This design comes from an exercise in tuning for small area and a short achievable clock period on the open sky130 flow, not from production work.
Function was checked by simulation only, so behaviour that the tests miss may differ from the original.

nickel:
Design synth, start of the top module:
module synth (reset, freqs, play, clk, out, volume);
	input  logic        reset, clk;
	input  logic [5:0]  play;
	input  logic [71:0] freqs;
	input  logic [23:0] volume;
	output logic [23:0] out;
	genvar n;
	logic [5:0][23:0] w;
	generate
		for (n = 0; n < 6; n = n + 1) begin : all_notes
			Triangle_wave tr_note (.freq(freqs[12*n +: 12]), .clk(clk), .out(w[n]), .reset(reset),
				.stop(~play[n]), .volume(volume[4*n +: 4]));
		end
	endgenerate
	logic [5:0][22:0] wm;
	logic [5:0]       wn;
	generate
		for (n = 0; n < 6; n = n + 1) begin : mask
			if (n < 5) begin : m
				assign wm[n] = w[n][22:0] & {23{play[n]}};
				assign wn[n] = ~(w[n][23] & play[n]);
			end else begin : m
				assign wm[n] = w[n][22:0];
				assign wn[n] = ~w[n][23];
			end
		end
	endgenerate
	logic [26:0] S, SA, SB;
	logic ms_w1, ms_w2, ms_w4, ms_w5, ms_w7, ms_w8, ms_w10, ms_w11, ms_w13, ms_w14, ms_w16, ms_w17;
	logic ms_w19, ms_w20, ms_w22, ms_w23, ms_w25, ms_w26, ms_w28, ms_w29, ms_w31, ms_w32, ms_w34, ms_w35;
	logic ms_w37, ms_w38, ms_w40, ms_w41, ms_w43, ms_w44, ms_w46, ms_w47, ms_w49, ms_w50, ms_w52, ms_w53;
	logic ms_w55, ms_w56, ms_w58, ms_w59, ms_w61, ms_w62, ms_w64, ms_w65, ms_w67, ms_w68, ms_w70, ms_w71;
	logic ms_w73, ms_w74, ms_w76, ms_w77, ms_w79, ms_w80, ms_w82, ms_w83, ms_w85, ms_w86, ms_w88, ms_w89;
	logic ms_w91, ms_w92, ms_w94, ms_w95, ms_w97, ms_w98, ms_w100, ms_w101, ms_w103, ms_w104, ms_w106, ms_w107;
	logic ms_w109, ms_w110, ms_w112, ms_w113, ms_w115, ms_w116, ms_w118, ms_w119, ms_w121, ms_w122, ms_w124, ms_w125;
	logic ms_w127, ms_w128, ms_w130, ms_w131, ms_w133, ms_w134, ms_w136, ms_w137, ms_w139, ms_w140, ms_w142, ms_w143;
  ...
export LEC_CHECK = 0
export ABC_AREA = 1
export CAP_MARGIN = 20
export CORE_MARGIN = 2
export CORE_UTILIZATION = 65
export SLEW_MARGIN = 20
create_clock -name core_clock -period 120.0 [get_ports {clk}]
standard.sh (not shown) runs the stock make flow with config.mk's settings and CLKGATE_MAP_FILE= SYNTH_SCRIPT=/design/flow/synth_recipe.tcl, a recipe that flattens the netlist after the stock synthesis.
==> flow/flow/run.sh <==
#!/bin/bash
# The standard layout (standard.sh) with three changes:
#  - synthesis keeps the fa and ha modules (one full or half adder each) whole
#    until the end, so that each maps to one adder cell, and skips the quick
#    ABC pass inside Yosys's synth (the flow's own ABC mapping still runs);
#  - plain buffers (buf_2) on the ports instead of the default delay cells.
# The final netlist is flattened by synth_recipe.tcl as usual.
set -euo pipefail
export SYNTH_KEEP_MODULES="fa ha"
export SYNTH_ARGS="-noabc"
export BUFFER_PORTS_ARGS="-buffer_cell sky130_fd_sc_hd__buf_2"
bash standard.sh > standard.log 2>&1
The inputs of delta differ from those of nickel as listed below.
--- a/flow/flow/run.sh
+++ b/flow/flow/run.sh
@@ -6 +6,2 @@
-#  - plain buffers (buf_2) on the ports instead of the default delay cells.
+#  - plain buffers (buf_2) on the ports instead of the default delay cells;
+#  - timing repair aims for 61 ns of setup slack (a 59 ns period), not 0.
@@ -11,0 +13 @@
+export SETUP_SLACK_MARGIN=61
Measured against each other, nickel and delta differ in setup slack, the lower figure coming from nickel.
Lower design area goes to nickel over delta.
NOTE via count nickel->delta increased by a few percent

---

Setup of indigo:
Another version of the RTL of synth (not shown whole).
Size: about 96 flip-flops, ~130 I/O pins.
make LEC_CHECK=0 ABC_AREA=1 CAP_MARGIN=20 CORE_MARGIN=2 CORE_UTILIZATION=65 SLEW_MARGIN=20 finish   # period 120.0 ns
run.sh (not shown) runs the stock make flow with config.mk's settings and CLKGATE_MAP_FILE= SYNTH_SCRIPT=/design/flow/synth_recipe.tcl, a recipe that flattens the netlist after the stock synthesis.
Stock flow here: none of the scripts above is used.
Per the final summary, indigo finished and its layout is clean on timing, DRC and antenna.
[inputs] lagoon vs indigo
==> flow/flow/run.sh (new file) <==
#!/bin/bash
# The standard layout, with plain buffers (buf_2) on the ports instead of the
# default delay-cell buffers; everything else is the standard.sh.
set -euo pipefail
export BUFFER_PORTS_ARGS="-buffer_cell sky130_fd_sc_hd__buf_2"
bash standard.sh > standard.log 2>&1
==> flow/standard.sh (new file) <==
#!/bin/bash
# synth_recipe.tcl (not shown) runs the flow's synth.tcl, then flattens the netlist and writes it again
# the make line also repeats each setting of config.mk as NAME=value (left out here)
make -C /OpenROAD-flow-scripts/flow DESIGN_CONFIG=/design/flow/config.mk WORK_HOME=/design/flow/orfs CLKGATE_MAP_FILE= SYNTH_SCRIPT=/design/flow/synth_recipe.tcl "${@:-finish}"
removed: flow/run.sh
--- outcome ---
- Every stage of the flow completed for lagoon, and the final layout passed the timing, design-rule and antenna checks.
- Diff indigo -> lagoon: fill cell total of the finished layout climbed 189, clock-buffer cell count flat.
- indigo → lagoon: sequential cell area share comparable; number of signal-net buffers in the layout went down by 3.
- Per the comparison of lagoon with indigo, final design utilization now smaller.
- Diff indigo -> lagoon | fmax | up slightly
- Wire length ends up lower on lagoon.
- In the reports for indigo and lagoon, the larger worst slack after detailed placement belongs to lagoon.

## static timing again, ports no longer ideal
How much do the figures lean on ideal ports? The routed layouts below were timed once more, with nothing changed but the port constraints.
Step 1 assumes that a clkbuf_16 drives the clock port and a buf_2 every other input.
Step 2 also shifts input and output timing later by t, the mid clock arrival at the registers, as if the neighbouring blocks saw the same clock.
a / b / c = ideal ports / drivers / drivers and shift; a / b = the first two.
run | t (ns) | setup slack, ns | worst setup path at the end | worst data-port slew with drivers (ns)
nickel | 0.453 | 59.501 / 59.481 / 59.481 | input to output | 0.05
delta | 0.455 | 61.502 / 61.467 / 61.467 | input to output | 0.07
indigo | 0.458 | 59.695 / 59.660 / 59.660 | input to output | 0.09
lagoon | 0.457 | 60.864 / 60.827 / 60.827 | input to output | 0.08
After both steps every run listed still meets setup and hold. The setup slack of lagoon, which loses most, moves by -0.037 ns with the drivers and by -0.037 ns with both steps.
